This design comes from an exercise in tuning for small area and a short achievable clock period on the open sky130 flow, not from production work.
Function was checked by simulation only, so behaviour that the tests miss may differ from the original.
No driver is modelled on the clock port, so clock power and skew are understated where the tree is cut down; a real chip needs a root buffer or a tree.
Power and IR drop assume default switching activity.

==> violet <==
==> flow/design.v (excerpt) <==
module bcnn_pipeline (
    input  wire       clk,
    input  wire       reset,
    input  wire       pixel_in,
    input  wire       valid_in,
    input  wire [8:0] weight_bits1,
    input  wire [8:0] weight_bits2,
    input  wire [3:0] threshold1,
    input  wire [3:0] threshold2,
    output reg        pixel_out,
    output reg        valid_out
);
    reg [4:0] col, row;
    reg       f_lb1, f_pl1, f_l2;
    wire      last_col = (col == 5'd27);
    wire [4:0] col_nx  = last_col ? 5'd0 : col + 5'd1;
    wire [4:0] row_nx  = last_col ? ((row == 5'd27) ? 5'd0 : row + 5'd1) : row;
    always @(posedge clk) begin
        if (reset) begin
            col   <= 5'd0;
            row   <= 5'd0;
            f_lb1 <= 1'b1;
            f_pl1 <= 1'b0;
            f_l2  <= 1'b0;
        end else if (valid_in) begin
            col   <= col_nx;
            row   <= row_nx;
            f_lb1 <= (col_nx <= 5'd25);
            f_pl1 <= ~col_nx[0] && col_nx >= 5'd4 && col_nx <= 5'd26;
            f_l2  <= row_nx[0] && row_nx >= 5'd3 && row_nx <= 5'd25 && col_nx[0] && col_nx >= 5'd5;
        end
    end
    function [2:0] therm;
        input [2:0] q;
        therm = {&q, (q[0] & q[1]) | (q[0] & q[2]) | (q[1] & q[2]), |q};
    endfunction
    function [9:0] le_therm;
        input [3:0] th;
        integer j;
        for (j = 0; j < 10; j = j + 1)
            le_therm[j] = (th <= j);
    endfunction
    function [6:0] w_of;
        input [1:0] s;
        input [9:0] lth;
        integer k;
        for (k = 0; k < 7; k = k + 1)
            w_of[k] = ((s == 2'd0) & lth[k])     | ((s == 2'd1) & lth[k + 1]) |
                      ((s == 2'd2) & lth[k + 2]) | ((s == 2'd3) & lth[k + 3]);
    endfunction
    function [3:0] v_of;
        input [6:0] w;
        input [2:0] g;
        integer m;
        for (m = 0; m < 4; m = m + 1)
            v_of[m] = w[m] | (g[0] & w[m + 1]) | (g[1] & w[m + 2]) | (g[2] & w[m + 3]);
    endfunction
    function act;
        input [3:0] v;
        input [2:0] g;
        act = v[0] | (g[0] & v[1]) | (g[1] & v[2]) | (g[2] & v[3]);
    endfunction
    function [1:0] count3;
  ...
==> module bcnn_pipeline, before the edit <==
module bcnn_pipeline (
    input  wire       clk,
    input  wire       reset,
    input  wire       pixel_in,
    input  wire       valid_in,
    input  wire [8:0] weight_bits1,
    input  wire [8:0] weight_bits2,
    input  wire [3:0] threshold1,
    input  wire [3:0] threshold2,
    output reg        pixel_out,
    output reg        valid_out
);
    reg [4:0] col, row;
    reg       f_lb1, f_pl1, f_l2;
    wire      last_col = (col == 5'd27);
    wire [4:0] col_nx  = last_col ? 5'd0 : col + 5'd1;
    wire [4:0] row_nx  = last_col ? ((row == 5'd27) ? 5'd0 : row + 5'd1) : row;
    always @(posedge clk) begin
        if (reset) begin
            col   <= 5'd0;
            row   <= 5'd0;
            f_lb1 <= 1'b1;
            f_pl1 <= 1'b0;
            f_l2  <= 1'b0;
        end else if (valid_in) begin
            col   <= col_nx;
            row   <= row_nx;
            f_lb1 <= (col_nx <= 5'd25);
            f_pl1 <= ~col_nx[0] && col_nx >= 5'd4 && col_nx <= 5'd26;
            f_l2  <= row_nx[0] && row_nx >= 5'd3 && row_nx <= 5'd25 && col_nx[0] && col_nx >= 5'd5;
        end
    end
    function [2:0] therm;
        input [2:0] q;
        therm = {&q, (q[0] & q[1]) | (q[0] & q[2]) | (q[1] & q[2]), |q};
    endfunction
    function [9:0] le_therm;
        input [3:0] th;
        integer j;
        for (j = 0; j < 10; j = j + 1)
            le_therm[j] = (th <= j);
    endfunction
    function [6:0] w_of;
        input [1:0] s;
        input [9:0] lth;
        integer k;
        for (k = 0; k < 7; k = k + 1)
            w_of[k] = ((s == 2'd0) & lth[k])     | ((s == 2'd1) & lth[k + 1]) |
                      ((s == 2'd2) & lth[k + 2]) | ((s == 2'd3) & lth[k + 3]);
    endfunction
    function [3:0] v_of;
        input [6:0] w;
        input [2:0] g;
        integer m;
        for (m = 0; m < 4; m = m + 1)
            v_of[m] = w[m] | (g[0] & w[m + 1]) | (g[1] & w[m + 2]) | (g[2] & w[m + 3]);
    endfunction
    function act;
        input [3:0] v;
        input [2:0] g;
        act = v[0] | (g[0] & v[1]) | (g[1] & v[2]) | (g[2] & v[3]);
    endfunction
    function [1:0] count3;
        input [2:0] q;
        count3 = {(q[0] & q[1]) | (q[0] & q[2]) | (q[1] & q[2]), ^q};
    endfunction
    reg  [51:0] lb1;                  
    wire        x1 = pixel_in;        
    wire        m1 = lb1[25];         
    wire        t1 = lb1[51];         
    wire [2:0] q10 = {~(t1 ^ weight_bits1[8]), ~(m1 ^ weight_bits1[5]), ~(x1 ^ weight_bits1[2])};
    wire [2:0] q11 = {~(t1 ^ weight_bits1[7]), ~(m1 ^ weight_bits1[4]), ~(x1 ^ weight_bits1[1])};
    wire [2:0] q12 = {~(t1 ^ weight_bits1[6]), ~(m1 ^ weight_bits1[3]), ~(x1 ^ weight_bits1[0])};
    reg  [1:0] s1;
    reg  [3:0] v1;
    reg        a1_r;                  
    wire [3:0] v1_nx = v_of(w_of(s1, le_therm(threshold1)), therm(q11));
    wire       a1    = act(v1, therm(q12));
    always @(posedge clk) begin
        if (valid_in) begin
            if (f_lb1)
                lb1 <= {lb1[50:0], x1};
            s1   <= count3(q10);
            v1   <= v1_nx;
            a1_r <= a1;
        end
    end
    reg        left1;                 
    reg [11:0] pl1;                   
    reg        p1_r;                  
    wire       pair1    = left1 | a1_r;
    wire       pair1_ev = f_pl1;
    wire       p1_ev    = f_pl1 && row[0] && row >= 5'd3 && row <= 5'd25;
    always @(posedge clk) begin
        if (valid_in) begin
            if (col[0])
                left1 <= a1_r;
            if (pair1_ev)
                pl1 <= {pl1[10:0], pair1};
            if (p1_ev)
                p1_r <= pair1 | pl1[11];
        end
    end
    wire       l2_ev = f_l2;
    reg [23:0] lb2;                   
    wire       x2 = p1_r;
    wire       m2 = lb2[11];
    wire       t2 = lb2[23];
    wire [2:0] q20 = {~(t2 ^ weight_bits2[8]), ~(m2 ^ weight_bits2[5]), ~(x2 ^ weight_bits2[2])};
    wire [2:0] q21 = {~(t2 ^ weight_bits2[7]), ~(m2 ^ weight_bits2[4]), ~(x2 ^ weight_bits2[1])};
    wire [2:0] q22 = {~(t2 ^ weight_bits2[6]), ~(m2 ^ weight_bits2[3]), ~(x2 ^ weight_bits2[0])};
    reg  [1:0] s2;
    reg  [3:0] v2;
    wire [3:0] v2_nx = v_of(w_of(s2, le_therm(threshold2)), therm(q21));
    wire       a2    = act(v2, therm(q22));
    reg        left2;
    reg  [4:0] pl2;
    wire       pair2    = left2 | a2;
    wire       left2_ev = l2_ev && col[1:0] == 2'b01;
    wire       pair2_ev = l2_ev && col[1:0] == 2'b11 && col >= 5'd11;
    wire       out_ev   = pair2_ev && row[1:0] == 2'b01 && row >= 5'd9;
    always @(posedge clk) begin
        if (l2_ev && valid_in) begin
            lb2 <= {lb2[22:0], x2};
            s2  <= count3(q20);
            v2  <= v2_nx;
        end
        if (left2_ev && valid_in)
            left2 <= a2;
        if (pair2_ev && valid_in)
            pl2 <= {pl2[3:0], pair2};
        pixel_out <= pair2 | pl2[4];
    end
    always @(posedge clk) begin
        if (reset)
            valid_out <= 1'b0;
        else
            valid_out <= valid_in && out_ev;
    end
endmodule
Settings: LEC_CHECK=0, CAP_MARGIN=20, CORE_MARGIN=2, CORE_UTILIZATION=40, SETUP_SLACK_MARGIN=1.9, SLEW_MARGIN=20; clock period 4.0 ns.
standard.sh (not shown) runs the stock make flow with config.mk's settings and CLKGATE_MAP_FILE= SYNTH_SCRIPT=/design/flow/synth_recipe.tcl, a recipe that flattens the netlist after the stock synthesis.
==> flow/flow/run.sh <==
#!/bin/bash
# Standard ORFS layout (the standard.sh) with two changes:
#  - ports are buffered with a small buffer cell (resizing may grow it);
#  - the clock tree is built by flow/manual_cts.tcl: the clock port drives one
#    root clkbuf, which drives a few clkbufs, each feeding a balanced group of
#    flip-flops (all sinks at the same depth).
set -euo pipefail
W=$PWD
export BUFFER_PORTS_ARGS="-buffer_cell sky130_fd_sc_hd__buf_1"
export PRE_CTS_TCL=$W/flow/manual_cts.tcl
export MCTS_CLOCK_PORT=clk
export MCTS_ROOT=sky130_fd_sc_hd__clkbuf_8
export MCTS_BUF=sky130_fd_sc_hd__clkbuf_16
export MCTS_GROUPS=6
bash standard.sh > $W/standard_flow.log 2>&1
==> flow/flow/manual_cts.tcl <==
# Replaces clock_tree_synthesis for this small design: the clock port drives a
# few clkbuf cells directly, each feeding a balanced group of the flip-flops
# (groups from a median split of the sink locations).
proc mcts_split {items axis parts} {
  # items: list of {iterm x y}; returns list of groups
  if {$parts <= 1} { return [list $items] }
  set idx [expr {$axis == "x" ? 1 : 2}]
  set sorted [lsort -real -index $idx $items]
  set n [llength $sorted]
  set h [expr {$parts / 2}]
  set cut [expr {int(round(double($n) * $h / $parts))}]
  set a [lrange $sorted 0 [expr {$cut - 1}]]
  set b [lrange $sorted $cut end]
  set next [expr {$axis == "x" ? "y" : "x"}]
  return [concat [mcts_split $a $next $h] [mcts_split $b $next [expr {$parts - $h}]]]
}

proc clock_tree_synthesis {args} {
  set db [ord::get_db]
  set block [ord::get_db_block]
  set port [$block findBTerm $::env(MCTS_CLOCK_PORT)]
  set clk_net [$port getNet]
  set master [$db findMaster $::env(MCTS_BUF)]
  set parts $::env(MCTS_GROUPS)
  # optional root buffer between the port and the leaf buffers
  set drv_net $clk_net
  if {[info exists ::env(MCTS_ROOT)] && $::env(MCTS_ROOT) ne ""} {
    set rmaster [$db findMaster $::env(MCTS_ROOT)]
    set rinst [odb::dbInst_create $block $rmaster "clkbuf_root"]
    set core [$block getCoreArea]
    $rinst setLocation [expr {([$core xMin] + [$core xMax]) / 2}] [expr {([$core yMin] + [$core yMax]) / 2}]
    $rinst setPlacementStatus PLACED
    set drv_net [odb::dbNet_create $block "clknet_root"]
    $drv_net setSigType CLOCK
  }
  set items {}
  foreach it [$clk_net getITerms] {
    set inst [$it getInst]
    set box [$inst getBBox]
    lappend items [list $it [expr {([$box xMin] + [$box xMax]) / 2.0}] [expr {([$box yMin] + [$box yMax]) / 2.0}]]
  }
  puts "manual CTS: [llength $items] sinks in $parts groups of $::env(MCTS_BUF)"
  set k 0
  foreach group [mcts_split $items x $parts] {
    set sx 0.0; set sy 0.0
    foreach g $group { set sx [expr {$sx + [lindex $g 1]}]; set sy [expr {$sy + [lindex $g 2]}] }
    set cx [expr {int($sx / [llength $group])}]
    set cy [expr {int($sy / [llength $group])}]
    set inst [odb::dbInst_create $block $master "clkbuf_leaf_$k"]
    $inst setLocation $cx $cy
    $inst setPlacementStatus PLACED
    set net [odb::dbNet_create $block "clknet_leaf_$k"]
    $net setSigType CLOCK
    [$inst findITerm A] connect $drv_net
    [$inst findITerm X] connect $net
    foreach g $group {
      set it [lindex $g 0]
      $it disconnect
      $it connect $net
    }
    puts "  group $k: [llength $group] sinks, buffer at $cx $cy"
    incr k
  }
  if {$drv_net ne $clk_net} {
    [$rinst findITerm A] connect $clk_net
    [$rinst findITerm X] connect $drv_net
    # root buffer at the centroid of the leaf buffers
    set sx 0; set sy 0
    for {set i 0} {$i < $k} {incr i} {
      set b [[$block findInst "clkbuf_leaf_$i"] getLocation]
      set sx [expr {$sx + [lindex $b 0]}]; set sy [expr {$sy + [lindex $b 1]}]
    }
    $rinst setLocation [expr {$sx / $k}] [expr {$sy / $k}]
  }
  $clk_net setSigType CLOCK
  set_propagated_clock [all_clocks]
}
==> sierra (differences from violet) <==
--- a/flow/design.v
+++ b/flow/design.v
@@ -12,24 +12,22 @@
     output reg        valid_out
 );
-    reg [4:0] col, row;
-    reg       f_lb1, f_pl1, f_l2;
-    wire      last_col = (col == 5'd27);
-    wire [4:0] col_nx  = last_col ? 5'd0 : col + 5'd1;
-    wire [4:0] row_nx  = last_col ? ((row == 5'd27) ? 5'd0 : row + 5'd1) : row;
+    reg [4:0] cp, rp;
+    wire      last_col = &cp;
     always @(posedge clk) begin
         if (reset) begin
-            col   <= 5'd0;
-            row   <= 5'd0;
-            f_lb1 <= 1'b1;
-            f_pl1 <= 1'b0;
-            f_l2  <= 1'b0;
+            cp <= 5'd4;
+            rp <= 5'd5;
         end else if (valid_in) begin
-            col   <= col_nx;
-            row   <= row_nx;
-            f_lb1 <= (col_nx <= 5'd25);
-            f_pl1 <= ~col_nx[0] && col_nx >= 5'd4 && col_nx <= 5'd26;
-            f_l2  <= row_nx[0] && row_nx >= 5'd3 && row_nx <= 5'd25 && col_nx[0] && col_nx >= 5'd5;
+            cp <= last_col ? 5'd4 : cp + 5'd1;
+            if (last_col)
+                rp <= (rp == 5'd0) ? 5'd5 : rp + 5'd1;
         end
     end
+    wire f_lb1 = ~&cp[4:1];                           
+    wire f_pl1 = ~cp[0] & (cp[4] | cp[3]);            
+    wire f_c2  = cp[0] & (cp[4] | cp[3]);             
+    wire f_ra  = ~rp[0] & (rp[4] | rp[3]);            
+    wire f_rb  = rp[1] & ~rp[0] & (rp[4] | (rp[3] & rp[2]));  
+    wire f_l2  = f_c2 & f_ra;
     function [2:0] therm;
         input [2:0] q;
@@ -92,9 +90,8 @@
     wire       pair1    = left1 | a1_r;
     wire       pair1_ev = f_pl1;
-    wire       p1_ev    = f_pl1 && row[0] && row >= 5'd3 && row <= 5'd25;
+    wire       p1_ev    = f_pl1 & f_ra;
     always @(posedge clk) begin
         if (valid_in) begin
-            if (col[0])
-                left1 <= a1_r;
+            left1 <= a1_r;
             if (pair1_ev)
                 pl1 <= {pl1[10:0], pair1};
@@ -115,10 +112,9 @@
     wire [3:0] v2_nx = v_of(w_of(s2, le_therm(threshold2)), therm(q21));
     wire       a2    = act(v2, therm(q22));
-    reg        left2;
+    reg        pr2;
     reg  [4:0] pl2;
-    wire       pair2    = left2 | a2;
-    wire       left2_ev = l2_ev && col[1:0] == 2'b01;
-    wire       pair2_ev = l2_ev && col[1:0] == 2'b11 && col >= 5'd11;
-    wire       out_ev   = pair2_ev && row[1:0] == 2'b01 && row >= 5'd9;
+    reg        d_pair, d_out;
+    wire       pair2_ev = l2_ev & cp[1] & cp[0] & (cp[4] | (cp[3] & cp[2]));
+    wire       out_ev   = pair2_ev & f_rb;
     always @(posedge clk) begin
         if (l2_ev && valid_in) begin
@@ -126,16 +122,19 @@
             s2  <= count3(q20);
             v2  <= v2_nx;
+            pr2 <= a2 | (cp[1] & pr2);
         end
-        if (left2_ev && valid_in)
-            left2 <= a2;
-        if (pair2_ev && valid_in)
-            pl2 <= {pl2[3:0], pair2};
-        pixel_out <= pair2 | pl2[4];
+        d_pair <= valid_in & pair2_ev;
+        if (d_pair)
+            pl2 <= {pl2[3:0], pr2};
+        pixel_out <= pr2 | pl2[4];
     end
     always @(posedge clk) begin
-        if (reset)
+        if (reset) begin
+            d_out     <= 1'b0;
             valid_out <= 1'b0;
-        else
-            valid_out <= valid_in && out_ev;
+        end else begin
+            d_out     <= valid_in & out_ev;
+            valid_out <= d_out;
+        end
     end
 endmodule
==> flow/flow/run.sh (replaced) <==
#!/bin/bash
# Standard ORFS layout (the standard.sh) with three changes:
#  - ports are buffered with a small buffer cell (resizing may grow it);
#  - the clock tree is built by flow/manual_cts.tcl: the clock port drives one
#    root clkbuf, which drives a few clkbufs, each feeding a balanced group of
#    flip-flops (all sinks at the same depth);
#  - the floorplan step removes the buffers ABC inserted instead of running
#    timing repair on the unplaced netlist (REMOVE_ABC_BUFFERS=1).
# The whole output of the layout goes to standard_flow.log.
set -euo pipefail
W=$PWD
export BUFFER_PORTS_ARGS="-buffer_cell sky130_fd_sc_hd__buf_1"
export PRE_CTS_TCL=$W/flow/manual_cts.tcl
export MCTS_CLOCK_PORT=clk
export MCTS_ROOT=sky130_fd_sc_hd__clkbuf_4
export MCTS_BUF=sky130_fd_sc_hd__clkbuf_16
export MCTS_GROUPS=5
export REMOVE_ABC_BUFFERS=1
bash standard.sh > $W/standard_flow.log 2>&1
--- a/flow/flow/manual_cts.tcl
+++ b/flow/flow/manual_cts.tcl
@@ -1,5 +1,8 @@
-# Replaces clock_tree_synthesis for this small design: the clock port drives a
-# few clkbuf cells directly, each feeding a balanced group of the flip-flops
-# (groups from a median split of the sink locations).
+# Sourced by ORFS's cts.tcl (PRE_CTS_TCL); replaces clock_tree_synthesis for
+# this small design. The clock port drives one root clkbuf (MCTS_ROOT), which
+# drives MCTS_GROUPS clkbufs (MCTS_BUF), each feeding a balanced group of the
+# flip-flops (groups from a median split of the sink locations), so every
+# flip-flop is two buffers from the clock port. The rest of cts.tcl (detailed
+# placement, timing repair) runs as usual.
 proc mcts_split {items axis parts} {
   # items: list of {iterm x y}; returns list of groups
Settings changed: CELL_PAD_IN_SITES_DETAIL_PLACEMENT set to 0, CELL_PAD_IN_SITES_GLOBAL_PLACEMENT set to 0, CORE_UTILIZATION 40 to 60, SETUP_SLACK_MARGIN 1.9 to 2.2.
==> summary of the runs <==
Against sierra, the synthesized cell count of violet is higher by 16%.
Worst hold slack: violet is better than sierra (0.0066 ns).
Of violet and sierra, violet has the higher total power (gap about 4%, measured against sierra).
Against sierra, the critical path depth of violet is higher by 2.
First-iteration DRC count: sierra is smaller than violet (about 14%).
In every run of this note, the design's own scripts or RTL, not TritonCTS, make the clock network.

==> what the ideal ports hide <==
In the flow no input, the clock included, has a driving cell. The finished layouts below were timed again as built, in two steps.
Step 1, drivers: a clkbuf_16 drives clk and a buf_2 each remaining input, both assumed.
Step 2 adds t to the input delays and takes it off the output delays; t is the mean of the earliest and latest rising clock arrival at the registers after step 1. Input paths then give back, and output paths get back, about the clock's delay inside the block.
a / b / c = no drivers / after step 1 / after step 2; a / b = the first two.
| run | t (ns) | setup slack, ns | worst slew at a driven data input, ns |
|---|---|---|---|
| violet | 0.409 | 2.012 / 2.015 / 1.606 | 0.03 |
| sierra | 0.472 | 2.201 / 2.201 / 1.754 | 0.04 |
After both steps every run listed still meets setup and hold. For sierra, which loses most, drivers alone change the setup slack by 0.000 ns; drivers and shift together by -0.447 ns.
